Background: an optimization exercise with open tools, aiming at small area, a short achievable clock period and few clock cycles. Do not read the settings as production practice. In this exercise RTL edits were held to simulation tests only and were not proved equivalent to the original. Power is estimated from default activity; no workload was simulated.

$ cat design/flow/config.mk
export PLATFORM = sky130hd
export DESIGN_NAME = proc
export DESIGN_NICKNAME = proc
export VERILOG_FILES = /design/flow/design.v
export SDC_FILE = /design/flow/constraint.sdc
export NUM_CORES = 4
export LEC_CHECK = 0
export CAP_MARGIN = 20
export CORE_MARGIN = 2
export CORE_UTILIZATION = 30
export SLEW_MARGIN = 20
$ cat design/flow/constraint.sdc
create_clock -name core_clock -period 10.0 [get_ports {clk}]
set_input_delay 2.0000 -clock core_clock [delete_from_list [all_inputs] [get_ports {clk}]]
set_output_delay 2.0000 -clock core_clock [all_outputs]
set_load 0.01 [all_outputs]
$ cat design/flow/design.v
module dff (q, d, clk, rst);
    output         q;
    input          d;
    input          clk;
    input          rst;
    reg            state;
    assign q = state;
    always @(posedge clk) begin
      state <= rst? 0 : d;
    end
endmodule
module dffen(q, d, en, clk, rst);
  output q;
  input d;
  input en;
  input clk;
  input rst;
  dff dff(.q (q), .d (en ? d : q), .clk (clk), .rst (rst));
endmodule
module dffen3(
	input [2:0] d,
	output [2:0] q,
	input en, clk, rst);
	dffen d0(.d (d[0]), .q (q[0]), .en (en), .rst (rst), .clk (clk));
	dffen d1(.d (d[1]), .q (q[1]), .en (en), .rst (rst), .clk (clk));
	dffen d2(.d (d[2]), .q (q[2]), .en (en), .rst (rst), .clk (clk));
endmodule 
module dffen5(q, d, en, clk, rst);
  output [4:0] q;
  input [4:0] d;
  input en;
  input clk;
  input rst;
  dffen dff0(.q (q[0]), .d (d[0]), .clk (clk), .rst (rst), .en (en));
  dffen dff1(.q (q[1]), .d (d[1]), .clk (clk), .rst (rst), .en (en));
  dffen dff2(.q (q[2]), .d (d[2]), .clk (clk), .rst (rst), .en (en));
  dffen dff3(.q (q[3]), .d (d[3]), .clk (clk), .rst (rst), .en (en));
  dffen dff4(.q (q[4]), .d (d[4]), .clk (clk), .rst (rst), .en (en));
endmodule
module dffen16(q, d, clk, rst, en);
  output [15:0] q;
  input [15:0] d;
  input clk;
  input rst;
  input en;
  dffen dff0(.q (q[0]),  .d (d[0]),  .clk (clk), .rst (rst), .en (en));
  dffen dff1(.q (q[1]),  .d (d[1]),  .clk (clk), .rst (rst), .en (en));
  dffen dff2(.q (q[2]),  .d (d[2]),  .clk (clk), .rst (rst), .en (en));
  dffen dff3(.q (q[3]),  .d (d[3]),  .clk (clk), .rst (rst), .en (en));
  dffen dff4(.q (q[4]),  .d (d[4]),  .clk (clk), .rst (rst), .en (en));
  dffen dff5(.q (q[5]),  .d (d[5]),  .clk (clk), .rst (rst), .en (en));
  dffen dff6(.q (q[6]),  .d (d[6]),  .clk (clk), .rst (rst), .en (en));
  dffen dff7(.q (q[7]),  .d (d[7]),  .clk (clk), .rst (rst), .en (en));
  dffen dff8(.q (q[8]),  .d (d[8]),  .clk (clk), .rst (rst), .en (en));
  dffen dff9(.q (q[9]),  .d (d[9]),  .clk (clk), .rst (rst), .en (en));
  dffen dffA(.q (q[10]), .d (d[10]), .clk (clk), .rst (rst), .en (en));
  dffen dffB(.q (q[11]), .d (d[11]), .clk (clk), .rst (rst), .en (en));
  dffen dffC(.q (q[12]), .d (d[12]), .clk (clk), .rst (rst), .en (en));
  dffen dffD(.q (q[13]), .d (d[13]), .clk (clk), .rst (rst), .en (en));
  dffen dffE(.q (q[14]), .d (d[14]), .clk (clk), .rst (rst), .en (en));
  dffen dffF(.q (q[15]), .d (d[15]), .clk (clk), .rst (rst), .en (en));
endmodule
module cla_4 (
	input [3:0] InA,
	input [3:0] InB,
	input CIn,
	output [3:0] Out,
	output Gen, 
	output Prop,
	output COut);
	wire [3:0] p;
	wire [3:0] g;
	wire [4:0] c;
	assign c[0] = CIn;
	assign COut = c[4];
	assign p[0] = InA[0] | InB[0];
	assign p[1] = InA[1] | InB[1];
	assign p[2] = InA[2] | InB[2];
	assign p[3] = InA[3] | InB[3];
	assign g[0] = InA[0] & InB[0];
	assign g[1] = InA[1] & InB[1];
	assign g[2] = InA[2] & InB[2];
	assign g[3] = InA[3] & InB[3];
	assign c[1] = g[0] | p[0] & c[0];
	assign c[2] = g[1] | (g[0] & p[1]) | (c[0] & p[0] & p[1]);
	assign c[3] = g[2] | (g[1] & p[2]) | (g[0] & p[1] & p[2]) | (c[0] & p[0] & p[1] & p[2]);
	assign c[4] = g[3] | (g[2] & p[3]) | (g[1] & p[2] & p[3]) | (g[0] & p[1] & p[2] & p[3]) | (c[0] & p[0] & p[1] & p[2] & p[3]);
	assign Prop = p[0] & p[1] & p[2] & p[3];
	assign Gen = g[3] | (g[2] & p[3]) | (g[1] & p[2] & p[3]) | (g[0] & p[1] & p[2] & p[3]);
	assign Out[0] = InA[0] ^ InB[0] ^ c[0];
	assign Out[1] = InA[1] ^ InB[1] ^ c[1];
	assign Out[2] = InA[2] ^ InB[2] ^ c[2];
	assign Out[3] = InA[3] ^ InB[3] ^ c[3];
endmodule 
module cla16(
  input [15:0] A,
  input [15:0] B,
  input C,
  output [15:0] Out,
  output OFu,
  output OFs);
  wire CIn1, CIn2, CIn3;
  wire g0, g1, g2, g3, p0, p1, p2, p3;
  assign OFs = (Out[15] != A[15]) & (Out[15] != B[15]);
  wire nc1, nc2, nc3;
  assign CIn1 = g0 | (p0 & C);
  assign CIn2 = g1 | (p1 & CIn1);
  assign CIn3 = g2 | (p2 & CIn2);
  cla_4 submod0(.InA (A[3:0]),   .InB (B[3:0]),   .CIn (C),    .Out (Out[3:0]),   .Gen (g0), .Prop (p0), .COut (nc1));
  cla_4 submod1(.InA (A[7:4]),   .InB (B[7:4]),   .CIn (CIn1), .Out (Out[7:4]),   .Gen (g1), .Prop (p1), .COut (nc2));
  cla_4 submod2(.InA (A[11:8]),  .InB (B[11:8]),  .CIn (CIn2), .Out (Out[11:8]),  .Gen (g2), .Prop (p2), .COut (nc3));
  cla_4 submod3(.InA (A[15:12]), .InB (B[15:12]), .CIn (CIn3), .Out (Out[15:12]), .Gen (g3), .Prop (p3), .COut (OFu)); 
endmodule
module compare(A, B, LT, GT);
  input [15:0] A, B;
  output LT, GT;
  wire [15:0] diff;
  wire posA, posB, posDiff;
  wire negA, negB, negDiff;
  wire nc1, nc2;
  assign negA = A[15];
  assign negB = B[15];
  assign negDiff = diff[15];
  assign posA = (! negA); 
  assign posB = (! negB); 
  assign posDiff = (! negDiff) && (diff != 0);
  assign LT = (negA && posB) || (negDiff && !(posA && negB));
  assign GT = (posA && negB) || (posDiff && !(negA && posB));
  cla16 adder(.A (A), .B (~B), .C (1'b1), .Out (diff), .OFu (nc1), .OFs (nc2));
endmodule
module btr (In, Out);
  input [15:0] In;
  output [15:0] Out;
  assign Out[15] = In[0];
  assign Out[14] = In[1];
  assign Out[13] = In[2];
  assign Out[12] = In[3];
  assign Out[11] = In[4];
  assign Out[10] = In[5];
  assign Out[9] = In[6];
  assign Out[8] = In[7];
  assign Out[7] = In[8];
  assign Out[6] = In[9];
  assign Out[5] = In[10];
  assign Out[4] = In[11];
  assign Out[3] = In[12];
  assign Out[2] = In[13];
  assign Out[1] = In[14];
  assign Out[0] = In[15];
endmodule
module shifter (In, Cnt, Op, Out);
  input [15:0] In;
  input [3:0] Cnt;
  input [1:0] Op;
  output [15:0] Out;
  assign Out =
    Op == 0 ? (
      Cnt == 0 ? In :
      Cnt == 1 ? {In[14:0], In[15]} :
      Cnt == 2 ? {In[13:0], In[15:14]} :
      Cnt == 3 ? {In[12:0], In[15:13]} :
      Cnt == 4 ? {In[11:0], In[15:12]} :
      Cnt == 5 ? {In[10:0], In[15:11]} :
      Cnt == 6 ? {In[9:0], In[15:10]} :
      Cnt == 7 ? {In[8:0], In[15:9]} :
      Cnt == 8 ? {In[7:0], In[15:8]} :
      Cnt == 9 ? {In[6:0], In[15:7]} :
      Cnt == 10 ? {In[5:0], In[15:6]} :
      Cnt == 11 ? {In[4:0], In[15:5]} :
      Cnt == 12 ? {In[3:0], In[15:4]} :
      Cnt == 13 ? {In[2:0], In[15:3]} :
      Cnt == 14 ? {In[1:0], In[15:2]} :
      {In[0], In[15:1]}
    ) : Op == 1 ? (
      Cnt == 0 ? In :
      Cnt == 1 ? In << 1 :
      Cnt == 2 ? In << 2 :
      Cnt == 3 ? In << 3 :
      Cnt == 4 ? In << 4 :
      Cnt == 5 ? In << 5 :
      Cnt == 6 ? In << 6 :
      Cnt == 7 ? In << 7 :
      Cnt == 8 ? In << 8 :
      Cnt == 9 ? In << 9 :
      Cnt == 10 ? In << 10 :
      Cnt == 11 ? In << 11 :
      Cnt == 12 ? In << 12 :
      Cnt == 13 ? In << 13 :
      Cnt == 14 ? In << 14 :
      In << 15
    ) : Op == 2 ? (
      Cnt == 0 ? In :
      Cnt == 1 ? {In[0], In[15:1]} :
      Cnt == 2 ? {In[1:0], In[15:2]} :
      Cnt == 3 ? {In[2:0], In[15:3]} :
      Cnt == 4 ? {In[3:0], In[15:4]} :
      Cnt == 5 ? {In[4:0], In[15:5]} :
      Cnt == 6 ? {In[5:0], In[15:6]} :
      Cnt == 7 ? {In[6:0], In[15:7]} :
      Cnt == 8 ? {In[7:0], In[15:8]} :
      Cnt == 9 ? {In[8:0], In[15:9]} :
      Cnt == 10 ? {In[9:0], In[15:10]} :
      Cnt == 11 ? {In[10:0], In[15:11]} :
      Cnt == 12 ? {In[11:0], In[15:12]} :
      Cnt == 13 ? {In[12:0], In[15:13]} :
      Cnt == 14 ? {In[13:0], In[15:14]} :
      {In[14:0], In[15]}
    ) : (
      Cnt == 0 ? In :
      Cnt == 1 ? In >> 1 :
      Cnt == 2 ? In >> 2 :
      Cnt == 3 ? In >> 3 :
      Cnt == 4 ? In >> 4 :
      Cnt == 5 ? In >> 5 :
      Cnt == 6 ? In >> 6 :
      Cnt == 7 ? In >> 7 :
      Cnt == 8 ? In >> 8 :
      Cnt == 9 ? In >> 9 :
      Cnt == 10 ? In >> 10 :
      Cnt == 11 ? In >> 11 :
      Cnt == 12 ? In >> 12 :
      Cnt == 13 ? In >> 13 :
      Cnt == 14 ? In >> 14 :
      In >> 15
    );
endmodule
module mux8_1x16(A, B, C, D, E, F, G, H, S, Out);
  input [15:0] A, B, C, D, E, F, G, H;
  input [2:0] S;
  output [15:0] Out;
  assign Out =
    S[2]
      ? (S[1]
        ? (S[0] ? H : G)
        : (S[0] ? F : E))
      : (S[1]
        ? (S[0] ? D : C)
        : (S[0] ? B : A));
endmodule
module alu (
  input [15:0] A,
  input [15:0] B,
  input [4:0] Op,
  output err,
  output [15:0] Out);
  wire [15:0] OShift, OAdd, OBtr;
  wire aLTb, aGTb, aNeg, aPos;
  reg [15:0] OutReg;
  wire OFs, OFu; 
  assign Out = OutReg;
  assign err = 0;
  always @* begin
  casex(Op)
   5'b0000x : OutReg = OAdd;  
   5'b00010 : OutReg = A ^ B;  
   5'b00011 : OutReg = A & ~B;  
   5'b001xx : OutReg = OShift;  
   5'b01000 : begin OutReg[15:1] = 15'b0; OutReg[0] = ~(aLTb | aGTb); end  
   5'b01001 : begin OutReg[15:1] = 15'b0; OutReg[0] = aLTb; end  
   5'b01010 : begin OutReg[15:1] = 15'b0; OutReg[0] = ~aGTb; end  
   5'b01011 : begin OutReg[15:1] = 15'b0; OutReg[0] = OFu; end  
   5'b01100 : begin OutReg[15:1] = 15'b0; OutReg[0] = ~(aNeg | aPos); end  
   5'b01101 : begin OutReg[15:1] = 15'b0; OutReg[0] = aNeg | aPos;  end  
   5'b01110 : begin OutReg[15:1] = 15'b0; OutReg[0] = aNeg; end  
   5'b01111 : begin OutReg[15:1] = 15'b0; OutReg[0] = ~aNeg; end  
   5'b10000 : OutReg = B;  
   5'b10001 : begin OutReg[15:8] = A[7:0]; OutReg[7:0] = B[7:0]; end  
   5'b10010 : OutReg = OBtr;  
   default  : OutReg = 16'b0;
  endcase
  end
  shifter shift(.In (A), .Cnt (B[3:0]), .Op (Op[1:0]), .Out (OShift));
  cla16 adder(.A ((Op == 5'b00001) ? ~A : A), .B (B), .C (Op == 5'b00001),
              .Out (OAdd), .OFu (OFu), .OFs (OFs));
  btr btr0(.In (A), .Out (OBtr));
  compare compR(.A (A), .B (B), .LT (aLTb), .GT(aGTb));
  compare compZ(.A (A), .B (16'b0), .LT (aNeg), .GT(aPos));
endmodule
module rf ( read1data, read2data, err,  
            clk, rst, read1regsel, read2regsel, writeregsel, writedata, write  
          );
   input clk, rst;
   input [2:0]  read1regsel;
   input [2:0]  read2regsel;
   input [2:0]  writeregsel;
   input [15:0] writedata;
   input        write;
   output [15:0] read1data;
   output [15:0] read2data;
   output        err;
   wire [15:0] q0, q1, q2, q3, q4, q5, q6, q7;
   wire [15:0] d0, d1, d2, d3, d4, d5, d6, d7;
   assign err = 0;
   assign d0 = (writeregsel == 0) && write ? writedata : q0;
   assign d1 = (writeregsel == 1) && write ? writedata : q1;
   assign d2 = (writeregsel == 2) && write ? writedata : q2;
   assign d3 = (writeregsel == 3) && write ? writedata : q3;
   assign d4 = (writeregsel == 4) && write ? writedata : q4;
   assign d5 = (writeregsel == 5) && write ? writedata : q5;
   assign d6 = (writeregsel == 6) && write ? writedata : q6;
   assign d7 = (writeregsel == 7) && write ? writedata : q7;
   mux8_1x16 r1mux(.A (q0), .B (q1), .C (q2), .D (q3), .E (q4), .F (q5),
      .G (q6), .H (q7), .S (read1regsel), .Out (read1data));
   mux8_1x16 r2mux(.A (q0), .B (q1), .C (q2), .D (q3), .E (q4), .F (q5),
      .G (q6), .H (q7), .S (read2regsel), .Out (read2data));
   dffen16 reg0(.q (q0), .d (d0), .clk (clk), .rst (rst), .en (1'b1));
   dffen16 reg1(.q (q1), .d (d1), .clk (clk), .rst (rst), .en (1'b1));
   dffen16 reg2(.q (q2), .d (d2), .clk (clk), .rst (rst), .en (1'b1));
   dffen16 reg3(.q (q3), .d (d3), .clk (clk), .rst (rst), .en (1'b1));
   dffen16 reg4(.q (q4), .d (d4), .clk (clk), .rst (rst), .en (1'b1));
   dffen16 reg5(.q (q5), .d (d5), .clk (clk), .rst (rst), .en (1'b1));
   dffen16 reg6(.q (q6), .d (d6), .clk (clk), .rst (rst), .en (1'b1));
   dffen16 reg7(.q (q7), .d (d7), .clk (clk), .rst (rst), .en (1'b1));
endmodule
module rf_bypass (read1data, read2data, err,
    clk, rst, read1regsel, read2regsel, writeregsel, writedata, write);
  input clk, rst;
  input [2:0] read1regsel;
  input [2:0] read2regsel;
  input [2:0] writeregsel;
  input [15:0] writedata;
  input        write;
  output [15:0] read1data;
  output [15:0] read2data;
  output        err;
  wire [15:0] r1d, r2d;
  assign read1data = (write && (read1regsel == writeregsel)) ? writedata : r1d;
  assign read2data = (write && (read2regsel == writeregsel)) ? writedata : r2d;
  rf rf0(.clk (clk), .rst (rst),
    .read1regsel (read1regsel),
    .read2regsel (read2regsel),
    .writeregsel (writeregsel),
    .writedata (writedata), .write (write), .err (err),
    .read1data (r1d), .read2data (r2d));
endmodule
module control(
	input [4:0] instr,
	input [1:0] op,
	output[1:0] regdest,
	output zext, imm8, jumpl, jumpr, jumpi, branch, m2r, memrd, memwr, ALU_src, regwrite, err, halt,
	output [4:0] ALU_op);
	reg [17:0] instr_demux;
	assign halt = instr_demux[17];
	assign regdest[1:0] = instr_demux[16:15];
	assign jumpl = instr_demux[14] & ~halt;
	assign jumpr = instr_demux[13] & ~halt;
	assign jumpi = instr_demux[12] & ~halt;
	assign branch = instr_demux[11] & ~halt;
	assign m2r = instr_demux[10];
	assign memrd = instr_demux[9];
	assign memwr = instr_demux[8] & ~halt;
	assign ALU_src = instr_demux[7];
	assign regwrite = instr_demux[6] & ~halt;
	assign err = instr_demux[5];
	assign ALU_op = instr_demux[4:0];
	assign imm8 = (instr[4:2] == 3'b011) || ({instr[4:2], instr[0]} == 4'b0011) || instr == 5'b11000 || instr == 5'b10010;
	assign zext = (instr==5'b01010) || (instr==5'b01011) || (instr==5'b10010);
	always @ (instr, op)
	 begin
	  casex (instr)				    
		5'b00000 : instr_demux = 18'b100000000000000000;  
		5'b00001 : instr_demux = 18'b000000000000000000;  
		5'b0001x : instr_demux = 18'b000000000000100000;  
		5'b00100 : instr_demux = 18'b000001000000000000;  
		5'b00110 : instr_demux = 18'b011101000001000000;  
		5'b00101 : instr_demux = 18'b000010000010000000;  
		5'b00111 : instr_demux = 18'b011110000011000000;  
		5'b010xx : begin instr_demux[17:2] = 16'b0010000000110000; instr_demux[1:0] = instr[1:0]; end  
		5'b011xx : begin instr_demux[17:2] = 16'b0000001000100011; instr_demux[1:0] = instr[1:0]; end  
		5'b10000 : instr_demux = 18'b000000000110000000;  
		5'b10001 : instr_demux = 18'b001000011011000000;  
		5'b10010 : instr_demux = 18'b010000000011010001;  
		5'b10011 : instr_demux = 18'b010000000111000000;  
		5'b101xx : begin instr_demux[17:2] = 16'b0010000000110001; instr_demux[1:0] = instr[1:0]; end  
		5'b11000 : instr_demux = 18'b010000000011010000;  
		5'b11001 : instr_demux = 18'b000000000001010010;  
		5'b1101x : instr_demux = {15'b000000000001000, ~instr[0], op};
		5'b111xx : begin instr_demux[17:2] = 16'b0000000000010010; instr_demux[1:0] = instr[1:0]; end  
		5'b????? : instr_demux = 18'b000000000000000000;  
	  endcase
	 end
endmodule 
module fetch(
	input [15:0] PC_new,
	input clk, rst, halt, stall,
	input brjmp,
	output [15:0] PC_incr,
	output [15:0] instr,
  output ready,
	output err,
	output valid,
	output [15:0] imem_addr,
	input  [15:0] imem_rdata,
	input         imem_ready);
	wire [15:0] pcCurrent;
	wire f_done;
	assign valid = f_done;
	dffen16 pc (.q (pcCurrent), .d (PC_new), .en (~stall || brjmp), .clk (clk), .rst (rst)); 
	cla16 incrPC (.A (pcCurrent), .B (halt ? 16'b0 : 16'h2), .C (1'b0), .Out (PC_incr));
	assign err = pcCurrent[0];
        assign ready = f_done; 
	assign imem_addr = {pcCurrent[15:1], 1'b0};
	assign instr = imem_rdata;
	assign f_done = imem_ready;
endmodule 
module decode(
	input [15:0] instr, write_data,
	input clk, rst, wb_regwrite,
	input [2:0] wb_writesel,
	input valid,
	output jumpr, jumpi, jumpl, branch, memtoreg, memread, memwrite, ALU_Source, halt, regwrite,
	output [15:0] read1data, read2data, imm,
	output [2:0] writesel,
	output [4:0] ALU_op,
	output err);
	wire [1:0] regdest;
	wire [1:0] err_internal;
	wire imm8, zext;
	assign err = |err_internal;
	assign imm[4:0] = instr[4:0];
	assign imm[15:5] = jumpi ? ({{5{zext ? 1'b0 : instr[10]}}, instr[10:5]}) : imm8 ? ({{8{zext ? 1'b0 : instr[7]}}, instr[7:5]}) : ({11{zext ? 1'b0 : instr[4]}});
	control control0 (.instr (valid ? instr[15:11] : 5'b00001), .op (instr[1:0]), .branch(branch), .halt (halt),
					  .m2r(memtoreg), .memrd(memread), .memwr(memwrite), .ALU_op(ALU_op),
					  .ALU_src (ALU_Source), .jumpi(jumpi), .jumpr(jumpr), .jumpl (jumpl),
					  .regwrite(regwrite), .regdest(regdest), .err(err_internal[1]), .imm8 (imm8), .zext (zext));
	assign writesel = regdest[1] ? (regdest[0] ? 3'b111 : instr[10:8]): regdest[0] ? instr[7:5] : instr[4:2];
	rf_bypass regFile0 (.read1data (read1data), .read2data (read2data), .err (err_internal[0]),
				 .clk (clk), .rst (rst), .read1regsel (instr[10:8]), .read2regsel (instr[7:5]),
				 .writeregsel (wb_writesel), .writedata (write_data), .write (wb_regwrite));
endmodule 
module execute(
	input [15:0] PC_incr, read1data, read2data, imm,
	input [4:0] ALU_op,
	input clk, rst,
	input ALU_source,
	input jumpr, jumpi, branch,
	output [15:0] ALU_out, PC_new,
	output err);
  wire [15:0] aluin2;
  wire nc1, nc2;
  cla16 jumpbr(.A (jumpr ? read1data : PC_incr),
               .B ((jumpr | jumpi | (branch & ALU_out[0])) ? imm : 16'b0),
               .C (1'b0), .Out (PC_new));
  assign aluin2 = ALU_source ? imm : read2data;
  alu alu0(.A (read1data), .B (aluin2), .Op (ALU_op), .err (err), .Out (ALU_out));
endmodule 
module memory(
	input [15:0] ALU_out, mem_write_data,
	input mem_read, mem_write,
	input clk, rst,
	output [15:0] mem_out,
  output ready,
	output err,
	output [15:0] dmem_addr,
	output [15:0] dmem_wdata,
	output        dmem_rd,
	output        dmem_wr,
	input  [15:0] dmem_rdata,
	input         dmem_ready);
    assign dmem_addr = {ALU_out[15:1], 1'b0};
    assign dmem_wdata = mem_write_data;
    assign dmem_rd = ~ALU_out[0] & mem_read;
    assign dmem_wr = ~ALU_out[0] & mem_write;
    assign mem_out = dmem_rdata;
    assign ready = dmem_ready | ~(dmem_rd | dmem_wr);
    assign err = 1'b0;
endmodule
module write(
	input [15:0] mem_out, ALU_out, PC_incr,
    input memtoreg,
	input clk, rst, jumpl,
	output [15:0] write_data,
	output err);
	assign write_data = jumpl ? PC_incr : (memtoreg ? mem_out : ALU_out);
  assign err = 0;
endmodule
module pipe_fetch(
	input [15:0] d_PC_incr,
  input [15:0] d_instr,
  input d_valid,
  input en,
  input clk,
  input rst,
  output q_valid,
  output [15:0] q_PC_incr,
  output [15:0] q_instr);
  dffen regvalid(.q (q_valid), .d (d_valid), .en (en), .clk (clk), .rst (rst));
  dffen16 regpci(.q (q_PC_incr), .d (d_PC_incr), .en (en), .clk (clk), .rst (rst));
  dffen16 reginst(.q (q_instr), .d (d_instr), .en (en), .clk (clk), .rst (rst));
endmodule 
module pipe_decode(
  input [15:0] d_PC_incr,
  input en,
  input d_jumpr, d_jumpi, d_jumpl, d_branch, d_memtoreg, d_memread, d_memwrite, d_ALU_Source, d_halt,
  input [15:0] d_read1data, d_read2data, d_imm,
  input [4:0] d_ALU_op,
  input clk,
  input rst,
  input d_regwrite,
  input [2:0] d_writereg,
  input [15:0] d_instr,
  input nopify,
  output [2:0] q_writereg,
  output q_regwrite,
  output q_jumpr, q_jumpi, q_jumpl, q_branch, q_memtoreg, q_memread, q_memwrite, q_ALU_Source, q_halt,
  output [15:0] q_read1data, q_read2data, q_imm,
  output [4:0] q_ALU_op,
  output [15:0] q_PC_incr,
  output [15:0] q_instr);
  dffen3 regwritereg(.q (q_writereg), .d (nopify ? 3'b000 : d_writereg), .en (en), .clk (clk), .rst (rst));
  dffen16 regpci(.q (q_PC_incr), .d (nopify ? 16'h0000 : d_PC_incr), .en (en), .clk (clk), .rst (rst));
  dffen regregwr(.q (q_regwrite), .d (nopify ? 1'b0 : d_regwrite), .en (en), .clk (clk), .rst (rst));
  dffen regji(.q (q_jumpi), .d (nopify ? 1'b0 : d_jumpi), .en (en), .clk (clk), .rst (rst));
  dffen regjr(.q (q_jumpr), .d (nopify ? 1'b0 : d_jumpr), .en (en), .clk (clk), .rst (rst));
  dffen regjl(.q (q_jumpl), .d (nopify ? 1'b0 : d_jumpl), .en (en), .clk (clk), .rst (rst));
  dffen regbr(.q (q_branch), .d (nopify ? 1'b0 : d_branch), .en (en), .clk (clk), .rst (rst));
  dffen regm2r(.q (q_memtoreg), .d (nopify ? 1'b0 : d_memtoreg), .en (en), .clk (clk), .rst (rst));
  dffen regmemrd(.q (q_memread), .d (nopify ? 1'b0 : d_memread), .en (en), .clk (clk), .rst (rst));
  dffen regmemwr(.q (q_memwrite), .d (nopify ? 1'b0 : d_memwrite), .en (en), .clk (clk), .rst (rst));
  dffen regalusrc(.q (q_ALU_Source), .d (nopify ? 1'b0 : d_ALU_Source), .en (en), .clk (clk), .rst (rst));
  dffen reghalt(.q (q_halt), .d (nopify ? 1'b0 : d_halt), .en (en), .clk (clk), .rst (rst));
  dffen16 regr1d(.q (q_read1data), .d (nopify ? 16'h0000 : d_read1data), .en (en), .clk (clk), .rst (rst));
  dffen16 regr2d(.q (q_read2data), .d (nopify ? 16'h0000 : d_read2data), .en (en), .clk (clk), .rst (rst));
  dffen16 regimm(.q (q_imm), .d (nopify ? 16'h0000 : d_imm), .en (en), .clk (clk), .rst (rst));
  dffen5 regaluop(.q (q_ALU_op), .d (nopify ? 5'b00000 : d_ALU_op), .en (en), .clk (clk), .rst (rst));
  dffen16 reginstr(.q (q_instr), .d (nopify ? 16'h0000 : d_instr), .en (en), .clk (clk), .rst (rst));
endmodule 
module pipe_execute(
  input [15:0] d_PC_incr,
  input [15:0] d_PC_new,
  input [15:0] d_ALU_out,
  input [15:0] d_mem_write_data,
  input d_mem_read, d_mem_write, d_memtoreg,
  input clk, rst,
  input d_regwrite,
  input [2:0] d_writereg,
  input d_jumpl,
  input en,
  input d_halt,
  output q_jumpl,
  output [2:0] q_writereg,
  output q_regwrite,
  output [15:0] q_PC_incr,
  output [15:0] q_PC_new,
  output [15:0] q_ALU_out,
  output [15:0] q_mem_write_data,
	output q_halt,
  output q_mem_read, q_mem_write, q_memtoreg);
	dffen reghalt(.q (q_halt), .d (d_halt), .en (en), .clk (clk), .rst (rst));
  dffen regjumpl (.q (q_jumpl), .d (d_jumpl), .en (en), .clk (clk), .rst (rst));
  dffen3 regwritereg(.q (q_writereg), .d (d_writereg), .en (en), .clk (clk), .rst (rst));
  dffen regregwr(.q (q_regwrite), .d (d_regwrite), .en (en), .clk (clk), .rst (rst));
  dffen16 regpcincr (.q (q_PC_incr), .d (d_PC_incr), .en (en), .clk (clk), .rst (rst));
  dffen16 regpcnew (.q (q_PC_new), .d (d_PC_new), .en (en), .clk (clk), .rst (rst));
  dffen16 regaluout (.q (q_ALU_out), .d (d_ALU_out), .en (en), .clk (clk), .rst (rst));
  dffen16 regmemwrdata (.q (q_mem_write_data), .d (d_mem_write_data), .en (en), .clk (clk), .rst (rst));
  dffen regmemrd (.q (q_mem_read), .d (d_mem_read), .en (en), .clk (clk), .rst (rst));
  dffen regmemwr (.q (q_mem_write), .d (d_mem_write), .en (en), .clk (clk), .rst (rst));
  dffen regm2r (.q (q_memtoreg), .d (d_memtoreg), .en (en), .clk (clk), .rst (rst));
endmodule 
module pipe_memory(
	input [15:0] d_mem_out,
	input [15:0] d_ALU_out,
	input [15:0] d_PC_incr,
	input [15:0] d_PC_new,
	input d_memtoreg,
  input d_regwrite,
  input [2:0] d_writereg,
  input d_jumpl,
  input en,
  input d_halt,
  output q_jumpl,
  output [2:0] q_writereg,
  output q_regwrite,
	output [15:0] q_mem_out,
	output [15:0] q_ALU_out,
	output [15:0] q_PC_incr,
	output [15:0] q_PC_new,
	output q_memtoreg,
	output q_halt,
	input clk, rst);
	dffen reghalt(.q (q_halt), .d (d_halt), .en (en), .clk (clk), .rst (rst));
	dffen regjumpl(.q (q_jumpl), .d (d_halt ? 1'b0 : d_jumpl), .en (en), .clk (clk), .rst (rst));
    dffen3 regwritereg(.q (q_writereg), .d (d_halt ? 3'b0 : d_writereg), .en (en), .clk (clk), .rst (rst));
	dffen regregwr(.q (q_regwrite), .d (d_halt ? 1'b0 : d_regwrite), .en (en), .clk (clk), .rst (rst));
	dffen16 regmemout (.q (q_mem_out), .d (d_halt ? 16'b0 : d_mem_out), .en (en), .clk (clk), .rst (rst));
	dffen16 regaluout (.q (q_ALU_out), .d (d_halt ? 16'b0 : d_ALU_out), .en (en), .clk (clk), .rst (rst));
	dffen16 regpcincr (.q (q_PC_incr), .d (d_halt ? 16'b0 : d_PC_incr), .en (en), .clk (clk), .rst (rst));
	dffen16 regpcnew (.q (q_PC_new), .d (d_halt ? 16'b0 : d_PC_new), .en (en), .clk (clk), .rst (rst));
	dffen regm2r (.q (q_memtoreg), .d (d_halt ? 1'b0 : d_memtoreg), .en (en), .clk (clk), .rst (rst));
endmodule 
module proc (
  input         clk,
  input         rst,
  output [15:0] imem_addr,
  input  [15:0] imem_rdata,
  input         imem_ready,
  output [15:0] dmem_addr,
  output [15:0] dmem_wdata,
  output        dmem_rd,
  output        dmem_wr,
  input  [15:0] dmem_rdata,
  input         dmem_ready,
  output        halt);
  wire err;
  wire [4:0] err_all;
  assign err = |err_all;
  wire [15:0] f_PC_new, f_PC_incr, f_instr;
  wire f_en, f_stall;
  wire [15:0] d_instr, d_read1data, d_read2data, d_imm, d_PC_incr;
  wire [4:0] d_ALU_op;
  wire [2:0] d_writereg;
  wire d_en, d_valid;
  wire d_jumpr, d_jumpi, d_jumpl, d_branch, d_m2r, d_memrd, d_memwr, d_ALU_src, d_halt, d_regwrite;
  wire [15:0] e_read1data, e_read2data, e_imm, e_PC_new, e_ALU_out, e_PC_incr;
  wire [15:0] e_read1data_bypass, e_read2data_bypass;
  wire [4:0] e_ALU_op;
  wire [2:0] e_writereg;
  wire e_en;
  wire e_jumpr, e_jumpi, e_jumpl, e_branch, e_m2r, e_memrd, e_memwr, e_ALU_src, e_halt, e_regwrite;
  wire [15:0] e_instr;  
  wire flush;
  wire [15:0] m_PC_new, m_ALU_out, m_PC_incr, m_memdata, m_mem_out;
  wire [2:0] m_writereg;
  wire m_ready;
  wire m_en;
  wire m_jumpl, m_m2r, m_memrd, m_memwr, m_halt, m_regwrite;
  wire [15:0] w_write_data, w_ALU_out, w_mem_out, w_PC_incr, w_PC_new;
  wire w_jumpl, w_m2r, w_regwrite, w_halt;
  wire [2:0] w_writereg;
  wire f_valid, f_ready, f_halt;
  wire mem_stall;
  assign f_PC_new = f_stall ? e_PC_new : f_PC_incr;
  fetch  fetch0 (.PC_new (f_PC_new), .PC_incr (f_PC_incr), .instr (f_instr),
    .halt (f_halt), .err (err_all[0]), .clk (clk), .rst (rst),
    .stall (f_stall | flush), .brjmp (e_branch | e_jumpi | e_jumpr),
    .ready (f_ready), .valid (f_valid),
    .imem_addr (imem_addr), .imem_rdata (imem_rdata), .imem_ready (imem_ready));
  pipe_fetch pfetch0 (.d_valid (f_valid), .q_valid (d_valid), .d_PC_incr (f_PC_incr),
    .d_instr (f_stall | flush ? 16'b0000100000000000 : f_instr), .en (f_en),
    .clk (clk), .rst (rst), .q_PC_incr (d_PC_incr), .q_instr (d_instr));
  decode  decode0 (.valid (d_valid), .instr (d_instr), .jumpi (d_jumpi),
    .jumpr (d_jumpr), .jumpl (d_jumpl), .branch (d_branch), .halt (d_halt),
    .memtoreg (d_m2r), .memread (d_memrd), .memwrite (d_memwr), .ALU_op (d_ALU_op),
		.ALU_Source (d_ALU_src), .read1data (d_read1data), .read2data (d_read2data),
    .imm (d_imm), .writesel (d_writereg), .write_data(w_write_data),
    .regwrite (d_regwrite), .wb_regwrite(w_regwrite & ~mem_stall),
		.wb_writesel (w_writereg), .err (err_all[1]), .clk (clk), .rst (rst));
  pipe_decode pdecode0 (.d_PC_incr (d_PC_incr), .en (d_en), .d_jumpr (d_jumpr),
    .d_jumpi (d_jumpi), .d_jumpl (d_jumpl), .d_branch (d_branch),
    .d_memtoreg (d_m2r), .d_memread (d_memrd), .d_memwrite (d_memwr),
    .d_ALU_Source (d_ALU_src),	.d_halt (d_halt), .d_read1data (d_read1data),
    .d_writereg (d_writereg), .d_read2data (d_read2data), .d_imm (d_imm),
		.d_ALU_op (d_ALU_op), .clk (clk), .rst (rst), .d_regwrite (d_regwrite),
    .q_regwrite (e_regwrite), .q_writereg (e_writereg), .q_jumpr (e_jumpr),
    .q_jumpi (e_jumpi), .q_jumpl (e_jumpl), .q_branch (e_branch),
		.q_memtoreg (e_m2r), .q_memread (e_memrd), .q_memwrite (e_memwr),
    .q_ALU_Source (e_ALU_src), .q_halt (e_halt), .q_read1data (e_read1data),
    .q_read2data (e_read2data), .q_imm (e_imm), .q_ALU_op (e_ALU_op),
    .q_PC_incr (e_PC_incr), .d_instr (d_instr), .q_instr (e_instr),
    .nopify(flush));
  execute execute0 (.PC_incr (e_PC_incr), .PC_new (e_PC_new), .read1data (e_read1data_bypass),
		.read2data (e_read2data_bypass), .imm (e_imm),	.jumpr (e_jumpr), .jumpi (e_jumpi),
		.branch (e_branch), .ALU_source (e_ALU_src), .ALU_op (e_ALU_op), .ALU_out (e_ALU_out),
		.err (err_all[2]), .clk (clk), .rst (rst));
  pipe_execute pexecute0 (.en (e_en), .d_PC_incr (e_PC_incr), .d_PC_new (e_PC_new), .d_ALU_out (e_ALU_out),
		.d_mem_write_data (e_read2data_bypass), .d_mem_read (e_memrd), .d_jumpl (e_jumpl), .d_mem_write (e_memwr),
		.d_memtoreg (e_m2r), .clk (clk), .rst (rst), .d_regwrite (e_regwrite), .q_regwrite (m_regwrite),
		.q_PC_incr (m_PC_incr), .d_writereg (e_writereg), .q_writereg (m_writereg), .q_PC_new (m_PC_new),
		.q_ALU_out (m_ALU_out), .q_mem_write_data (m_memdata), .q_mem_read (m_memrd), .q_mem_write (m_memwr),
		.q_memtoreg (m_m2r), .q_jumpl (m_jumpl), .d_halt (e_halt), .q_halt (m_halt));
  memory  memory0(.ALU_out (m_ALU_out), .mem_write_data (m_memdata), .mem_read (m_memrd), .mem_write (m_memwr),
		.mem_out (m_mem_out), .err (err_all[3]), .clk (clk), .rst (rst), .ready (m_ready),
		.dmem_addr (dmem_addr), .dmem_wdata (dmem_wdata), .dmem_rd (dmem_rd), .dmem_wr (dmem_wr),
		.dmem_rdata (dmem_rdata), .dmem_ready (dmem_ready));
  pipe_memory pmemory0 (.en (m_en), .d_mem_out (m_mem_out), .d_ALU_out (m_ALU_out), .d_PC_incr (m_PC_incr), .d_PC_new (m_PC_new),
		.d_memtoreg (m_m2r), .d_jumpl (m_jumpl), .d_regwrite (m_regwrite), .d_writereg (m_writereg), .q_writereg (w_writereg),
		.q_regwrite (w_regwrite), .q_mem_out (w_mem_out), .q_ALU_out (w_ALU_out), .q_PC_incr (w_PC_incr),
		.q_PC_new (w_PC_new), .q_memtoreg (w_m2r), .q_jumpl (w_jumpl), .d_halt (m_halt | ((m_memwr | m_memrd) & m_ALU_out[0])), .q_halt (w_halt), .clk (clk), .rst (rst));
  write  write0 (.mem_out (w_mem_out), .ALU_out (w_ALU_out), .write_data (w_write_data), .jumpl (w_jumpl),
		.PC_incr (w_PC_incr), .err (err_all[4]), .memtoreg (w_m2r), .clk (clk), .rst (rst));
  assign flush = e_jumpi | e_jumpr | (e_branch & e_ALU_out[0]);
  assign halt = w_halt;
  assign f_halt = d_halt;
  assign mem_stall = (m_memrd | m_memwr) & ~m_ready;
  assign f_en = ~d_halt & ~mem_stall;
  assign d_en = ~mem_stall;
  assign e_en = ~mem_stall;
  assign m_en = ~mem_stall;
  wire d_jump, e_jump;
  assign d_jump = d_jumpi | d_jumpr;
  assign e_jump = e_jumpi | e_jumpr;
  wire dhazard, reads_regs, reads_regt;
  assign f_stall = dhazard | d_branch | e_branch | d_jump | e_jump | mem_stall | ~(f_ready);
  assign dhazard = d_m2r & (reads_regs & (f_instr[10:8] == d_writereg) | reads_regt & (f_instr[7:5] == d_writereg));
  assign reads_regs = ~( ~|f_instr[15:13]                               
                       | ~|f_instr[15:14] & f_instr[13] & ~f_instr[11]  
                       | (f_instr[15:11] == 5'b11000) );                
  assign reads_regt = (f_instr[15:11] == 5'b10000)        
                    | (f_instr[15:11] == 5'b10011)        
                    | &f_instr[15:14] & |f_instr[13:12];  
  assign e_read1data_bypass
    = (m_regwrite & (e_instr[10:8] == m_writereg))
    ? m_ALU_out
    : (w_regwrite & (e_instr[10:8] == w_writereg))
    ? w_write_data
    : e_read1data;
  assign e_read2data_bypass
    = (m_regwrite & (e_instr[7:5] == m_writereg))
    ? m_ALU_out
    : (w_regwrite & (e_instr[7:5] == w_writereg))
    ? w_write_data
    : e_read2data;
endmodule
$ cat design/flow/run.sh
#!/bin/bash
# synth_recipe.tcl (not shown) runs the flow's synth.tcl, then flattens the netlist and writes it again
# the make line also repeats each setting of config.mk as NAME=value (left out here)
make -C /OpenROAD-flow-scripts/flow DESIGN_CONFIG=/design/flow/config.mk WORK_HOME=/design/flow/orfs CLKGATE_MAP_FILE= SYNTH_SCRIPT=/design/flow/synth_recipe.tcl finish
==> run notes <==
status=complete, no violations; post-DR wirelength/cell=28.1 µm; Die X=303 µm; CP required=10.48 ns; max-cap violation count=0; Initial Util=30.3%; Rows=109; Hold/Removal Path Class=flop to flop; total grt overflow=0; CP peak stage delay=0.61 ns; design internal power=2.65 mW; Comb power frac=9.8%; via count of the first global-routing pass=27100; fin crit period=9.35 ns; global-route wire length before repair=188 mm; Post-synth top cells=593 x nand2_1, 423 x a21oi_1, 371 x dfxtp_1; H-tree levels=2; clock power share=48.2%; fmax=107 MHz; synth top area cells=dfxtp_1 28%, nand2_1 8.3%, a21oi_1 7.9%, mux4_2 5.4%, ha_1 4.8%; most common cell in the synthesized netlist=nand2_1; share of cells above drive strength 1=10.7%; Sink Count=371; die area=92000 µm²; clk buf depth=3; Switching Power=977 µW; Mapped Avg Cell Area=7.61 µm²; Layout area overhead=12.7%; Most used DFF post-synth=dfxtp_1; DR iter-0 viols=4459; clk root buf=clkbuf_16; EDFF count, synth=0; Vias=29000; Cells after Synth=3534; initial antenna violation count=4; most used cell along the critical path=o21bai_1; Core Footprint=88600 µm²; drt via density=6.27; post-route clock period utilization=93.5%; fill count=9431; Ys Warns=3; Final GP Congestion=1.04; leakage power=10.0 nW; DRT Pass-1 Iters=10; CTS Hold Buffers Added=0; Setup CP Type=flop to flop; die height=303 µm; Final Skew=0.0460 ns; later-pin clock latency in the skew report=0.61 ns; Worst setup EP type=flop; CTS tree=done; IO Count=87; final setup violation count=0; GRT Util Overall=27.2%; layout net count=3571; maximum VDD drop=0.104 mV; post-synth top area share=27.6%; Sw Ratio=27.0%; ANT nets after route=0; Startpoint Class=flop; fin util=34.2%; PortBufs=84; dpl cell area=28700 µm²; CTS buffer count=44; Critical Path AT=9.83 ns; Antenna diodes=0; area leader, netlist=dfxtp_1; Worst Max-Slew Pin Slew=1.17 ns; TNS Setup=0 ns; DP Wirelength=87.1 mm; Final Hold Fails=0; total setup buffers inserted after CTS=0; relative slew slack=19.9%; clock-pin transition on the worst setup and hold timing paths=0.06 ns; post-CTS resize count=0; largest net degree at the start of global routing=108; Distinct cells, synth=93; Total Routed Length=130 mm; post-synthesis sequential area ratio=27.6%; fin. max-slew vios=0; CP max FO=29; Critical-path top delay cell=o41ai_1; Post-route DRC=0; RSZ-0062 raised after global routing=false; FF+latch count, synth=371; Post-synth ARST share=0%; post-synthesis cell area=26900 µm²; Flop pwr share=42.0%; PD cells=120 nW/µm²; fin area=30300 µm²
per-stage QoR:
stage          worst slack, ns  cells  hold slack (ns)  power (mW)
6_report                 0.653   4619            0.452        3.62
5_1_grt                0.00922   4619            0.470        3.72
2_1_floorplan             1.02   3535            0.432        1.76
4_1_cts                  0.691   4618            0.453        3.62
3_3_place_gp              1.10   4538            0.441        1.90
3_5_place_dp             0.725   4539            0.445        1.89
power groups by stage:
stage          Sequential [mW]  Clock [mW]  Combinational [mW]
2_1_floorplan             1.54           0               0.224
3_3_place_gp              1.55           0               0.341
3_5_place_dp              1.55           0               0.339
4_1_cts                   1.52        1.76               0.341
5_1_grt                   1.52        1.82               0.372
6_report                  1.52        1.75               0.355
worst paths after layout:
path              cells past startpoint  slack (ns)                                            start                                              end
setup reg to reg                     39        0.65   pmemory0.regwritereg.d0.dff.state$_SDFFE_PP0N_            fetch0.pc.dffF.dff.state$_SDFFE_PP0P_
setup / recovery                     39        0.65   pmemory0.regwritereg.d0.dff.state$_SDFFE_PP0N_            fetch0.pc.dffF.dff.state$_SDFFE_PP0P_
hold reg to reg                       2        0.45  pexecute0.regpcincr.dffE.dff.state$_SDFFE_PP0N_  pexecute0.regpcincr.dffE.dff.state$_SDFFE_PP0N_
hold / removal                        2        0.45  pexecute0.regpcincr.dffE.dff.state$_SDFFE_PP0N_  pexecute0.regpcincr.dffE.dff.state$_SDFFE_PP0N_
critical path, delay by kind of cell, from the launching register on:
| family | cells | cell delay, ns |
|---|---|---|
| flip-flops | 1 | 0.37 |
| buffers and inverters | 3 | 0.76 |
| multiplexers | 1 | 0.24 |
| XOR/XNOR | 2 | 0.58 |
| adder cells (fa/ha/maj) | 3 | 0.83 |
| AND/OR/NAND/NOR | 9 | 1.35 |
| AO/OA/AOI/OAI | 21 | 5.07 |
cell usage in the layout, fill, tap and decap left out, types with 66 or more instances in the layout:
master           count
clkdlybuf4s50_1     83
o21ai_0            192
buf_4              136
a21oi_1            414
inv_1               87
nor2_1             272
nand2_1            593
nand3_1             69
mux2i_1             88
a22oi_1             88
o22ai_1             66
dfxtp_1            367
a32o_1              71
ha_1               103
metal layers:
metal  vias up  part of all wire (%)  track usage, %  wire length, µm
met2      1977                    42            40.7            54600
met1     13800                    39            35.7            51000
met4         6                   6.4            14.2             8300
met3       519                    12            7.65            15900
met5         -                 0.030               0               39
li1      12700                     -               -                -
final cells by class:
cell class                      count  area [µm²]  share of cell area (%)
Clock buffer                       58        1230                    4.07
Timing Repair Buffer              225        1940                    6.39
Sequential cell                   371        7430                    24.5
Multi-Input combinational cell   2684       17600                    58.0
Inverter                           95         357                    1.18
Clock inverter                     21         324                    1.07
Tap cell                         1165        1460                    4.81
logic make-up after synthesis:
family,after synthesis,share of synthesized area [%]
AOI/OAI and AO/OA,1199,29.2
adders and majority gates,114,5.61
and+or+nand+nor,1119,17.5
buffers and inverters,480,7.81
xor gates and xnor gates,73,2.51
muxes,177,9.69
DFF,371,27.6
other,1,0.0139
Testbench counts, summed over its fixed seeds: cycles 27,704.

-- afterwards: timing with drivers on the ports --
In the flow no input, the clock included, has a driving cell. The finished layout below was timed again as built, in two steps.
Step 1 (the two cells are an assumption about what drives the block):
set clk [get_ports {clk}]
set_driving_cell -lib_cell sky130_fd_sc_hd__clkbuf_16 $clk
set_driving_cell -lib_cell sky130_fd_sc_hd__buf_2 [delete_from_list [all_inputs] $clk]
Step 2, shift: input delay + t, output delay - t, t = (earliest + latest rising clock arrival at the registers) / 2. This alone moves slack from input paths to output paths.
a / b / c = ideal / step 1 / step 2; a / b = the first two.
t, ns: 0.652
setup WS [ns]: 0.653 / 0.653 / 0.653
latest minus earliest clock arrival (ns): 0.046 / 0.046
cell pins on the clock port's net: 1
After both steps this run still meets setup and hold. The setup slack of this run moves by 0.000 ns with the drivers and by 0.000 ns with both steps.
